From an optimization exercise on the open Yosys and OpenROAD flow, aimed at small area; shortcuts taken in it are not production practice.
Function was checked by simulation only, so behaviour that the tests miss may differ from the original.
The clock port is modelled as an ideal driver; clocking choices that lean on that would not hold on a real chip.
No activity file was given, so power comes from the tool's default toggle rates.

==> design.v <==
module lc3_addr_sel
  (addr1mux,
   addr2mux,
   ir,
   pc,
   sr1out,
   addr_out
   );
  input         addr1mux;
  input  [1:0]  addr2mux;
  input  [15:0] ir;
  input  [15:0] pc;
  input  [15:0] sr1out;
  output [15:0] addr_out;
  reg    [15:0] addr1mux_out;
  reg    [15:0] addr2mux_out;
  always @(*)
    begin
      case (addr1mux)
        1'b0:    addr1mux_out = pc;
        1'b1:    addr1mux_out = sr1out;
        default: addr1mux_out = pc;
      endcase
    end
  always @(*)
    begin
      case (addr2mux)
        2'b00:   addr2mux_out = {16{1'b0}};
        2'b01:   addr2mux_out = {{10{ir[5]}}, ir[5:0]};
        2'b10:   addr2mux_out = {{7{ir[8]}}, ir[8:0]};
        2'b11:   addr2mux_out = {{5{ir[10]}}, ir[10:0]};
        default: addr2mux_out = 4'h0;
      endcase
    end
  assign addr_out = addr1mux_out + addr2mux_out;
endmodule
module lc3_alu
  (aluk,
   sr1out,
   ir,
   sr2out,
   alu_out
   );
  input  [1:0]   aluk;
  input  [15:0]  sr1out;
  input  [15:0]  ir;
  input  [15:0]  sr2out;
  output [15:0]  alu_out;
  reg    [15:0]  alu_comp;
  wire [15:0]    op_b;
  assign op_b = (ir[5] == 1'b1) ? {{11{ir[4]}}, ir[4:0]} : sr2out;
  always @(*)
    begin
      case (aluk)
        2'b00:   alu_comp = sr1out + op_b;
        2'b01:   alu_comp = sr1out & op_b;
        2'b10:   alu_comp = ~sr1out;
        2'b11:   alu_comp = sr1out;
        default: alu_comp = sr1out;
      endcase
    end
  assign alu_out = alu_comp;
endmodule
module lc3_control
  (clk,
   rst,
   ready,
   ir,
   ben,
   control_bits
   );
  input         clk;
  input         rst;
  input         ready;
  input [15:0]  ir;
  input         ben;
  output [25:0] control_bits;
  reg [34:0]    control_store [0:63];
  reg [5:0]     state;
  initial
    begin
      $readmemb("lc3_microcode.mem", control_store);
    end
  always @(posedge clk or negedge rst)
    begin
      if (rst == 1'b0)
        begin
          state <= 6'b010010;  
        end
      else
        begin
          if (control_store[state][25] == 1'b1)
            begin
              state <= {2'b00, ir[15:12]};
            end
          else
            begin
              case (control_store[state][28:26])
                3'b000: state <= control_store[state][34:29];
                3'b001: state <= control_store[state][34:29] | {4'h0, ready, 1'b0};
                3'b010: state <= control_store[state][34:29] | {3'b000, ben, 2'b00};
                3'b011: state <= control_store[state][34:29] | {5'h0, ir[11]};
                default: state <= control_store[state][34:29];
              endcase
            end  
        end
    end  
  assign control_bits = control_store[state][24:0];
endmodule
module lc3_ir
  (clk,
   rst,
   data_bus,
   ld_ir,
   ir
   );
  input              clk;
  input              rst;
  input [15:0]       data_bus;
  input              ld_ir;
  output [15:0]      ir;
  reg [15:0]         ir;
  always @(posedge clk or negedge rst)
    begin
      if (rst == 1'b0)
        begin
          ir <= {16{1'b0}};
        end
      else if (ld_ir)
        begin
          ir <= data_bus;
        end
    end
endmodule
module lc3_marmux
  (marmux,
   ir,
   addr_out,
   marmux_out
   );
  input         marmux;
  input [15:0]  ir;
  input [15:0]  addr_out;
  output [15:0] marmux_out;
  wire [15:0]   marmux_mux_out;
  assign marmux_mux_out = (marmux == 1'b1)
                           ? addr_out
                          : {{8{1'b0}}, ir[7:0]};
  assign marmux_out = marmux_mux_out;
endmodule
module lc3_mem
  (clk,
   rst,
   ld_mar,
   ld_mdr,
   mio_en,
   data_bus,
   mem_rdata,
   mar,
   mdr
   );
  input         clk;
  input         rst;
  input         ld_mar;
  input         ld_mdr;
  input         mio_en;
  input [15:0]  data_bus;
  input [15:0]  mem_rdata;
  output [15:0] mar;
  output [15:0] mdr;
  reg [15:0]    mar;
  reg [15:0]    mdr;
  always @(posedge clk or negedge rst)
    begin
      if (rst == 1'b0)
        begin
          mar <= {16{1'b0}};
          mdr <= {16{1'b0}};
        end
      else
        begin
          if (ld_mar)
            begin
              mar <= data_bus;
            end
          if (ld_mdr)
            begin
              mdr <= (mio_en == 1'b1) ? mem_rdata : data_bus;
            end
        end
    end
endmodule
module lc3_nzp
  (clk,
   rst,
   ld_cc,
   ld_ben,
   data_bus,
   ir,
   ben
   );
  input        clk;
  input        rst;
  input [15:0] ir;
  input [15:0] data_bus;
  input        ld_cc;
  input        ld_ben;
  output       ben;
  reg          n;
  reg          z;
  reg          p;
  reg          ben;
  always @(posedge clk or negedge rst)
    begin
      if (rst == 1'b0)
        begin
          n <= 1'b0;
          z <= 1'b0;
          p <= 1'b0;
          ben <= 1'b0;
        end
      else
        begin
          if (ld_cc)
            begin
              n <= data_bus[15];
              z <= data_bus == {16{1'b0}};
              p <= ~data_bus[15] && data_bus != 0;  
            end
          if (ld_ben)
            begin
              ben <= (ir[11] && n) || (ir[10] && z) || (ir[9] && p);
            end
        end
    end
endmodule
module lc3_pc
  (clk,
   rst,
   pcmux,
   ld_pc,
   addr_out,
   data_bus,
   pc
   );
  input         clk;
  input         rst;
  input  [1:0]  pcmux;
  input         ld_pc;
  input  [15:0] addr_out;
  input  [15:0] data_bus;
  output [15:0] pc;
  reg    [15:0] pc;
  always @(posedge clk or negedge rst)
    begin
      if (rst == 1'b0)
        begin
          pc <= 16'h0200;  
        end
      else if (ld_pc)
        begin
          case (pcmux)
            2'b00:   pc <= pc + 1'b1;
            2'b01:   pc <= data_bus;
            2'b10:   pc <= addr_out;
            default: pc <= pc + 1'b1;
          endcase
        end
    end  
endmodule
module lc3_regfile
  (clk,
   rst,
   ld_reg,
   drmux,
   sr1mux,
   ir,
   data_bus,
   sr1out,
   sr2out
   );
  input         clk;
  input         rst;
  input         ld_reg;
  input  [1:0]  drmux;
  input  [1:0]  sr1mux;
  input  [15:0] ir;
  input  [15:0] data_bus;
  output [15:0] sr1out;
  output [15:0] sr2out;
  reg    [15:0] registers [0:7];
  reg    [15:0] sr1out;
  integer       i;
  always @(posedge clk or negedge rst)
    begin
      if (rst == 1'b0)
        begin
          for (i = 0; i < 8; i = i + 1)
            begin
              registers[i] <= {16{1'b0}};
            end
        end
      else if (ld_reg)
        begin
          case (drmux)
            2'b00:   registers[ir[11:9]] <= data_bus;
            2'b01:   registers[3'b111] <= data_bus;
            2'b10:   registers[3'b110] <= data_bus;
            default: registers[ir[11:9]] <= data_bus;
          endcase  
        end
    end  
  always @(*)
    begin
      case (sr1mux)
        2'b00:   sr1out = registers[ir[11:9]];
        2'b01:   sr1out = registers[ir[8:6]];
        2'b10:   sr1out = registers[3'b110];
        default: sr1out = registers[ir[11:9]];
      endcase  
    end
  assign sr2out = registers[ir[2:0]];
endmodule
module lc3_datapath
  (clk,
   rst,
   mem_en,
   mem_we,
   mem_addr,
   mem_wdata,
   mem_ready,
   mem_rdata
   );
  input         clk;
  input         rst;
  output        mem_en;
  output        mem_we;
  output [15:0] mem_addr;
  output [15:0] mem_wdata;
  input         mem_ready;
  input  [15:0] mem_rdata;
  localparam [3:0] S_INIT  = 4'd0,    
                   S_INC   = 4'd1,    
                   S_ALU   = 4'd2,    
                   S_SEAR  = 4'd3,    
                   S_JMP   = 4'd4,    
                   S_LINK  = 4'd5,    
                   S_EA    = 4'd6,    
                   S_WB    = 4'd7,    
                   S_SEA   = 4'd8,    
                   S_SEAI  = 4'd9,    
                   S_RST   = 4'd10,   
                   S_RDPS  = 4'd11,   
                   S_FETCH = 4'd12,   
                   S_RDP   = 4'd13,   
                   S_RD    = 4'd14,   
                   S_WR    = 4'd15;   
  reg  [3:0]  state;
  reg  [3:0]  state_nx;
  reg  [3:0]  phase;
  reg         run;
  reg         carry;
  reg         ext;
  reg  [1:0]  cc;           
  reg  [15:0] ir;
  reg  [2:0]  f;            
  reg  [2:0]  bs;           
  reg  [15:0] mar;
  reg  [15:0] r [0:7];
  wire is_req  = state[3] & (state[2] | (state[1] & state[0]));
  wire act     = ~is_req & run;
  wire ph0     = (phase == 4'd0);
  wire last    = (phase == 4'd15);
  wire st_init = (state == S_INIT);
  wire st_inc  = (state == S_INC);
  wire st_alu  = (state == S_ALU);
  wire op_br   = (ir[15:12] == 4'b0000);
  wire st_jmp  = (state == S_JMP);
  wire st_link = (state == S_LINK);
  wire st_ea   = (state == S_EA);
  wire st_wb   = (state == S_WB);
  wire st_sear = (state == S_SEAR);
  wire st_sea  = (state == S_SEA) | (state == S_SEAI) | st_sear;
  wire st_rst  = (state == S_RST);
  assign mem_en    = is_req;
  assign mem_we    = (state == S_WR);
  assign mem_addr  = mar;
  assign mem_wdata = ir;
  wire rd  = r[bs][0];
  wire rd2 = r[st_alu ? ir[2:0] : f][0];
  wire mo  = mar[0];
  wire ben = (f[2] & (cc == 2'b11)) | (f[1] & (cc == 2'b10)) |
             (f[0] & (cc == 2'b01));
  wire trap  = st_link & ir[15];                    
  wire op_rs = ~ir[15] & ir[14];                    
  wire ob_en = (st_alu & ir[5]) | (st_inc & op_br & ben) |
               (st_link & (f[2] | ir[15])) | st_ea | st_sea;
  wire osh   = act & ob_en;
  wire sh4   = osh & ~st_alu;                       
  wire sh5   = sh4 & ~(st_ea & op_rs);              
  wire sh8   = osh & st_link & ~ir[15];             
  wire full  = act & (st_sea | st_rst);             
  wire in_off = st_sear ? (phase < 4'd6) : (phase < 4'd9);
  wire ob    = (ob_en & (st_sea & ~in_off ? ext : ir[0])) |
               (st_init & (phase == 4'd9));
  wire a_rd  = st_alu | st_jmp | (st_ea & op_rs) | st_sear;
  wire a_0   = trap | st_wb | st_rst | st_init;
  wire a     = a_rd ? rd : a_0 ? 1'b0 : mo;
  wire b     = ((st_alu & ~ir[5]) | st_wb | st_rst) ? rd2 : ob;
  wire ci   = ph0 ? st_inc : carry;
  wire sum  = a ^ b ^ ci;
  wire cout = (a & b) | (ci & (a ^ b));
  reg alu;
  always @(*)
    if (st_alu)
      case (ir[15:14])
        2'b01:   alu = a & b;
        2'b10:   alu = ~a;
        default: alu = sum;
      endcase
    else
      alu = sum;
  wire wr    = act & (st_alu | st_wb | st_ea | st_sea | st_rst | st_link |
                      st_init);
  wire [2:0] dst = st_link ? 3'd7 : f;
  wire wbit  = st_init ? 1'b0 :
               st_alu ? alu :
               st_rst ? ir[0] : mo;
  integer i;
  always @(posedge clk)
    for (i = 0; i < 8; i = i + 1)
      r[i] <= {(wr & (st_init | (dst == i))) ? wbit : r[i][0], r[i][15:1]};
  wire mar_sh = act & ~st_alu;
  wire mar_ld = mem_ready & ((state == S_RDP) | (state == S_RD) |
                             (state == S_RDPS));
  wire mar_hd = ~(mar_ld | mar_sh);
  always @(posedge clk)
    mar <= ({16{mar_ld}} & mem_rdata) | ({16{mar_sh}} & {alu, mar[15:1]}) |
           ({16{mar_hd}} & mar);
  wire ld_ir = mem_ready & (state == S_FETCH);
  wire [15:0] ir_sh = {{6{full}},
                       {2{full | sh8}}, {3{full | sh5}}, full | sh4,
                       {4{osh | full}}};
  wire [15:0] ir_hd = ~(ir_sh | {16{ld_ir}});
  always @(posedge clk)
    ir <= ({16{ld_ir}} & mem_rdata) |
          (ir_sh & {rd2, ir[15:9], ir[8] & ~trap, ir[7:1]}) |
          (ir_hd & ir);
  always @(posedge clk)
    if (ld_ir)
      begin
        f   <= mem_rdata[11:9];
        bs  <= mem_rdata[8:6];
      end
  always @(posedge clk)
    ext <= ob;
  always @(*)
    begin
      state_nx = state;
      case (state)
        S_FETCH: if (mem_ready) state_nx = S_INC;
        S_RDP:   if (mem_ready) state_nx = ir[14] ? S_FETCH : S_RD;
        S_RDPS:  if (mem_ready) state_nx = S_WR;
        S_RD:    if (mem_ready) state_nx = S_WB;
        S_WR:    if (mem_ready) state_nx = S_RST;
        default:
          if (act & last)
            case (state)
              S_INC:
                casez (ir[15:12])
                  4'b0000: state_nx = S_FETCH;           
                  4'b??01: state_nx = S_ALU;             
                  4'b0100,
                  4'b1111: state_nx = S_LINK;            
                  4'b1?00: state_nx = S_JMP;             
                  4'b0011: state_nx = S_SEA;             
                  4'b0111: state_nx = S_SEAR;            
                  4'b1011: state_nx = S_SEAI;            
                  default: state_nx = S_EA;              
                endcase
              S_LINK: state_nx = ir[15] ? S_RDP : f[2] ? S_FETCH : S_JMP;
              S_EA:   state_nx = (ir[15] & ir[14]) ? S_WB :
                                 ir[15] ? S_RDP : S_RD;
              S_SEA,
              S_SEAR: state_nx = S_WR;
              S_SEAI: state_nx = S_RDPS;
              default: state_nx = S_FETCH;
            endcase
      endcase
    end
  wire nx_req = state_nx[3] & (state_nx[2] | (state_nx[1] & state_nx[0]));
  wire setcc  = act & (st_alu | st_wb);
  always @(posedge clk or negedge rst)
    if (rst == 1'b0)
      begin
        state <= S_INIT;
        phase <= 4'd0;
        run   <= 1'b1;
        cc    <= 2'b00;
      end
    else
      begin
        state <= state_nx;
        phase <= phase + 4'd1;
        run   <= ~nx_req & (last | run);
        if (setcc)
          begin
            if (ph0)
              cc <= wbit ? 2'b01 : 2'b10;
            else if (last)
              cc <= wbit ? 2'b11 : cc;
            else if (wbit)
              cc <= 2'b01;
          end
      end
  always @(posedge clk)
    carry <= cout;
endmodule
==> lc3_microcode.mem <==
01001001000000000000000000000000000
01001000000000011001000000000010000
01100100000100000100010001000000000
01011100000100000100010001000000000
01010001100000010000100000001000000
01001000000000011001000000000010100
01100100000100000100010010100010000
01011100000100000100010010100010000
00000000000000000000000000000000000
01001000000000011001000000000011000
01100000000100000100010001000000000
01110100000100000100010001000000000
01001000000000100000001010000010000
00000000000000000000000000000000000
01001000000000011100010001000000000
01110000000100000100000000000000000
01000000100000000000000000000000011
00000000000000000000000000000000000
10000110100100100000100000000000000
00000000000000000000000000000000000
01001000000000100000001010000010000
01001000000000100000001001100000000
01001000000000100000001001000000000
01000000000010000001000000000001100
01100000100010000000000000000000010
01100100100010000000000000000000010
01100100000100000010000000000000000
01001000000000011010000000000000000
01110000100010010000100000001000010
01110100100010000000000000000000010
01001000000000100010000100000000000
01011100000100000010000000000000000
00000000011000000000000000000000000
10000100100010000000000000000000010
00000000000000000000000000000000000
10000000000001000010000000000000000
00000000000000000000000000000000000
00000000000000000000000000000000000
00000000000000000000000000000000000
00000000000000000000000000000000000
00000000000000000000000000000000000
00000000000000000000000000000000000
00000000000000000000000000000000000
00000000000000000000000000000000000
00000000000000000000000000000000000
00000000000000000000000000000000000
00000000000000000000000000000000000
00000000000000000000000000000000000
00000000000000000000000000000000000
00000000000000000000000000000000000
00000000000000000000000000000000000
00000000000000000000000000000000000
00000000000000000000000000000000000
00000000000000000000000000000000000
00000000000000000000000000000000000
00000000000000000000000000000000000
00000000000000000000000000000000000
00000000000000000000000000000000000
00000000000000000000000000000000000
00000000000000000000000000000000000
00000000000000000000000000000000000
00000000000000000000000000000000000
00000000000000000000000000000000000
00000000000000000000000000000000000
==> flow/run.sh <==
#!/bin/bash
# The standard layout (standard.sh) with three changes:
#  1. after the standard synthesis, the combinational logic of its netlist is
#     mapped again by ABC for area (flow/reabc.abc); the flip-flops, their
#     cell types and names are kept as the standard synthesis made them;
#  2. the port buffers are the smallest buffer, sky130_fd_sc_hd__buf_1;
#  3. the clock tree uses sky130_fd_sc_hd__clkbuf_8 and no dummy loads, and
#     after it is built each leaf buffer is swapped for a smaller one where
#     the slew at its flip-flops stays low (flow/clk_downsize.tcl).
# Each tool's output goes to a log of its own in this folder
# (standard_synth.log, reabc.log, standard_make.log); the ORFS steps also
# keep their logs under orfs/logs/.
set -euo pipefail
HERE=$(pwd)
R=$HERE/orfs/results/${FLOW_PLATFORM}/lc3_datapath/base
LIB=$FLOW_HOME/platforms/${FLOW_PLATFORM}/lib/sky130_fd_sc_hd__tt_025C_1v80.lib
YOSYS=$FLOW_HOME/../tools/install/yosys/bin/yosys
[ -x "$YOSYS" ] || YOSYS=yosys

bash standard.sh synth > standard_synth.log 2>&1

cp "$R/1_2_yosys.v" "$HERE/standard_synth_netlist.v"
cat > "$HERE/reabc.ys" <<EOS
read_liberty -ignore_miss_func $LIB
blackbox sky130_fd_sc_hd__df* sky130_fd_sc_hd__edf* sky130_fd_sc_hd__sdf* sky130_fd_sc_hd__dl* sky130_fd_sc_hd__conb_1
read_verilog $HERE/standard_synth_netlist.v
hierarchy -top ${FLOW_TOP}
flatten
hierarchy -top ${FLOW_TOP}
opt_clean
stat -liberty $LIB
abc -liberty $LIB -script $HERE/flow/reabc.abc -dont_use sky130_fd_sc_hd__probe_p_8 -dont_use sky130_fd_sc_hd__probec_p_8 -dont_use sky130_fd_sc_hd__lpflow_*
opt_clean -purge
hilomap -singleton -hicell sky130_fd_sc_hd__conb_1 HI -locell sky130_fd_sc_hd__conb_1 LO
splitnets
rename -hide w:*.*
opt_clean -purge
stat -liberty $LIB
read_liberty -lib -overwrite $LIB
check -assert
select ${FLOW_TOP}
write_verilog -noattr -selected $HERE/reabc_netlist.v
EOS
"$YOSYS" -s "$HERE/reabc.ys" > reabc.log 2>&1

cp "$HERE/reabc_netlist.v" "$R/1_2_yosys.v"
rm -f "$R/1_synth.odb" "$R/1_synth.sdc"
touch "$R/1_2_yosys.v" "$R/1_2_yosys.sdc"

export BUFFER_PORTS_ARGS="-buffer_cell sky130_fd_sc_hd__buf_1"
export CTS_ARGS="-sink_clustering_enable -repair_clock_nets -buf_list sky130_fd_sc_hd__clkbuf_8 -dont_use_dummy_load"
export POST_CTS_TCL=$HERE/flow/clk_downsize.tcl
export CLK_SLEW_LIMIT=0.112
export CLK_SMALL_BUFS="sky130_fd_sc_hd__clkbuf_2 sky130_fd_sc_hd__clkbuf_4"
bash standard.sh finish > standard_make.log 2>&1
==> flow/clk_downsize.tcl <==
# Run after clock tree synthesis (POST_CTS_TCL): each clock buffer that
# drives only flip-flop clock pins is swapped for the smallest buffer of
# CLK_SMALL_BUFS that keeps the slew at all of its flip-flops at or below
# CLK_SLEW_LIMIT (ns, placement-based estimate); otherwise it is left as is.
proc clk_sink_slew {net} {
  set worst 0
  foreach it [$net getITerms] {
    if {[[$it getMTerm] getName] != "CLK"} { continue }
    set pin [get_pins -quiet [$it getName]]
    if {$pin == ""} { continue }
    foreach rf {rise fall} {
      set s [get_property $pin slew_max_$rf]
      if {$s > $worst} { set worst $s }
    }
  }
  return $worst
}
set clk_limit $::env(CLK_SLEW_LIMIT)
set clk_small $::env(CLK_SMALL_BUFS)
set clk_changed 0
foreach inst [[ord::get_db_block] getInsts] {
  set m [[$inst getMaster] getName]
  if {![string match "sky130_fd_sc_hd__clkbuf_*" $m]} { continue }
  set out [[$inst findITerm X] getNet]
  if {$out == "NULL"} { continue }
  set leaf 1
  foreach it [$out getITerms] {
    set t [[$it getMTerm] getName]
    if {$t != "X" && $t != "CLK"} { set leaf 0 }
  }
  if {!$leaf} { continue }
  set sta_inst [get_cells [$inst getName]]
  foreach cand $clk_small {
    replace_cell $sta_inst $cand
    estimate_parasitics -placement
    set w [clk_sink_slew $out]
    if {$w <= $clk_limit} {
      puts "clk_downsize: [$inst getName] $m -> $cand (slew $w)"
      incr clk_changed
      set m $cand
      break
    }
    replace_cell $sta_inst $m
  }
}
estimate_parasitics -placement
puts "clk_downsize: $clk_changed clock buffers downsized"
==> flow/reabc.abc <==
strash
dch -f
amap -F 20 -A 30 -C 5000
topo
==> standard.sh <==
#!/bin/bash
# synth_recipe.tcl (not shown) runs the flow's synth.tcl, then flattens the netlist and writes it again
# the make line also repeats each setting of config.mk as NAME=value (left out here)
make -C /OpenROAD-flow-scripts/flow DESIGN_CONFIG=/design/flow/config.mk WORK_HOME=/design/flow/orfs CLKGATE_MAP_FILE= SYNTH_SCRIPT=/design/flow/synth_recipe.tcl "${@:-finish}"
==> config.mk <==
export PLATFORM = sky130hd
export DESIGN_NAME = lc3_datapath
export DESIGN_NICKNAME = lc3_datapath
export VERILOG_FILES = /design/flow/design.v
export SDC_FILE = /design/flow/constraint.sdc
export NUM_CORES = 4
export LEC_CHECK = 0
export ABC_AREA = 1
export CAP_MARGIN = 0
export CORE_MARGIN = 2
export CORE_UTILIZATION = 60
export CTS_BUF_LIST = sky130_fd_sc_hd__clkbuf_8
export GPL_TIMING_DRIVEN = 0
export PLACE_DENSITY = 0.75
export SLEW_MARGIN = 0
==> constraint.sdc <==
create_clock -name core_clock -period 10.0 [get_ports {clk}]
set_input_delay 2.0000 -clock core_clock [delete_from_list [all_inputs] [get_ports {clk}]]
set_output_delay 2.0000 -clock core_clock [all_outputs]
set_load 0.01 [all_outputs]
==> run summary <==
-- state kept, by name (all words and copies together), names as in the netlist, 2 cells and up --
name / count
f: 3
bs: 3
mar: 16
r: 128
cc: 2
ir: 16
state: 4
phase: 4
-- area by class of cell --
type / count / area (µm²)
fill: 701 / 2840
inverter: 67 / 251
sequential: 179 / 3700
clock buffer: 17 / 181
tap: 108 / 135
multi-input combinational: 220 / 1280
timing repair buffer: 53 / 203
-- power groups by stage --
stage          combinational [µW]  clock [µW]  sequential [µW]
6_report                      535         311              993
5_1_grt                       600         348             1010
3_3_place_gp                  521           0             1000
2_1_floorplan                 364           0              998
3_5_place_dp                  534           0             1010
-- path summary, 6_finish.rpt --
| path | slack (ns) | endpoint | cells past startpoint | from |
|---|---|---|---|---|
| worst max register to register | 5.27 | cc[1] | 14 | state[1] |
| worst min register to register | 0.31 | r[6][13] | 0 | r[6][14] |
| worst max-delay path | 5.27 | cc[1] | 14 | state[1] |
| worst min-delay path | 0.31 | r[6][13] | 0 | r[6][14] |
| max in group asynchronous | 8.03 | cc[1] | 1 | rst |
| min in group asynchronous | 1.54 | state[3] | 1 | rst |
-- metrics by stage --
stage | area, µm² | worst slack, ns | util
global placement | 5560 | 4.63 | 0.647
finish | 5750 | 5.27 | 0.670
detailed placement | 5570 | 5.39 | 0.649
floorplan | 5230 | 5.54 | -
global route | 5750 | 4.80 | 0.670
-- critical path, cell delays in order (launching register included) --
cell	delay [ns]
dfrtp_1	0.57
clkinv_1	0.25
nor3_1	0.89
clkinv_1	0.40
o22ai_1	0.41
nor2_1	0.11
a222oi_1	0.34
a32oi_1	0.22
a21oi_1	0.34
a21oi_1	0.19
nor3_1	0.18
o32a_1	0.39
nor2_1	0.09
nor3_1	0.14
a21oi_1	0.06
-- cells in the final DEF (no fill, tap or decap), types with 2 or more instances in the layout --
cell type	n
edfxtp_1	6
a32oi_1	4
nor2b_1	2
o22ai_1	12
o22a_1	2
nor2_1	47
or2_0	2
dfrtp_1	10
o221ai_1	3
dfxtp_1	162
a222oi_1	23
clkbuf_8	9
clkinv_1	67
o21bai_1	2
a221o_1	2
nor4_1	4
a31oi_1	7
o21a_1	2
nand2_1	19
a22oi_1	6
clkbuf_4	7
buf_1	52
a221oi_1	3
o31ai_1	2
nor3_1	13
a21oi_1	15
nand3_1	10
o21ai_0	30
-- per-layer routing --
layer  vias up  part of all wire
met5         -                 0
met4         0             0.014
met3        17             0.048
met2        93              0.48
met1      1721              0.46
li1       1793                 -
==> impl_metrics.env <==
export IMPL_drt_pass1_iterations=6
export IMPL_worstSetupPathType="reg -> reg"
export IMPL_p_per_area_nw_per_um2=320
export IMPL_seq_power_share=0.540
export IMPL_die_width_um=97.4
export IMPL_fin_nets=557
export IMPL_grt_pass1_vias=3509
export IMPL_antenna_found_initial=0
export IMPL_cp_required_ns=10.28
export IMPL_ant_nets=0
export IMPL_busiest_layer="met2"
export IMPL_hold_path_class="reg -> reg"
export IMPL_fin_crit_sh=0.473
export IMPL_place_hpwl_um=7150
export IMPL_holdWs_ns=0.306
export IMPL_gp_congestion=0.871
export IMPL_irDropWorstVdd_uv=164
export IMPL_power_share_clock=0.169
export IMPL_drive_gt1_frac=0.0373
export IMPL_p_int_uw=1190
export IMPL_die_h_um=97.4
export IMPL_min_period_ns=4.73
export IMPL_syn_nets=485
export IMPL_syn_to_final_growth_pct=9.97
export IMPL_vias_per_cell=5.63
export IMPL_avgSynthCellArea_um2=11.2
export IMPL_pwr_share_comb=0.291
export IMPL_vias=3624
export IMPL_clk_pin_slew_ns=0.11
export IMPL_status="finished clean"
export IMPL_slew_violations=0
export IMPL_antenna_cells=0
export IMPL_power_uw=1840
export IMPL_critPathMaxFanout=11
export IMPL_tightest_slew_ns=1.14
export IMPL_synth_cells=466
export IMPL_ys_warnings_count=2
export IMPL_coreArea_um2=8590
export IMPL_hold_viol_final=0
export IMPL_met3_usage=0.0540
export IMPL_start_util=0.609
export IMPL_cts_sinks=179
export IMPL_drt_wl_total_um=9920
export IMPL_grt_pass1_wl_um=16600
export IMPL_maxCapViolCount=0
export IMPL_grt_max_degree=25
export IMPL_p_leak_uw=0.00211
export IMPL_pin_count=53
export IMPL_rsz0062_at_grt="false"
export IMPL_grt_util_met2=0.362
export IMPL_syn_cell_area_um2=5230
export IMPL_remaining_drc_errors=0
export IMPL_use_met1=0.287
export IMPL_dp_cells=627
export IMPL_clock_latency_ns=0.42
export IMPL_cp_start_kind="flop"
export IMPL_critPathArrivalTime_ns=5.01
export IMPL_cts_tree="done"
export IMPL_swShare=0.352
export IMPL_slew_limit_headroom=0.240
export IMPL_detail_route_iter0_violations=277
export IMPL_tns_ns=0
export IMPL_std_cell_rows=34
export IMPL_die_area_um2=9480
export IMPL_track_usage=0.220
export IMPL_overflow=0
export IMPL_wire_per_inst_um=15.4
export IMPL_cp_end_kind="flop"
export IMPL_setup_viol=0
export IMPL_stdcell_count=644
export IMPL_switchingPower_uw=648
export IMPL_max_freq_mhz=212
export IMPL_fin_skew_ns=0.0429
export IMPL_port_buffers=52

-- separate check: timing with driven ports --
In the flow no input, the clock included, has a driving cell. The finished layout below was timed again as built, in two steps.
Step 1 (the two cells are an assumption about what drives the block):
set clk [get_ports {clk}]
set_driving_cell -lib_cell sky130_fd_sc_hd__clkbuf_16 $clk
set_driving_cell -lib_cell sky130_fd_sc_hd__buf_2 [delete_from_list [all_inputs] $clk]
Step 2 moves the port delays by t, midway between the first and last clock arrival at a register: inputs arrive t later, outputs are due t later. That takes back most of the time a late clock gives input paths.
Slacks: no drivers / after step 1 / after step 2; pairs: no drivers / after step 1.
shift t [ns]: 0.439
setup WS [ns]: 5.272 / 5.272 / 5.272
hold WS [ns]: 0.306 / 0.306 / 0.306
worst setup path at the end: register to register
cell pins on the clock port's net: 1
After both steps this run still meets setup and hold. For this run, drivers alone change the setup slack by 0.000 ns; drivers and shift together by 0.000 ns.
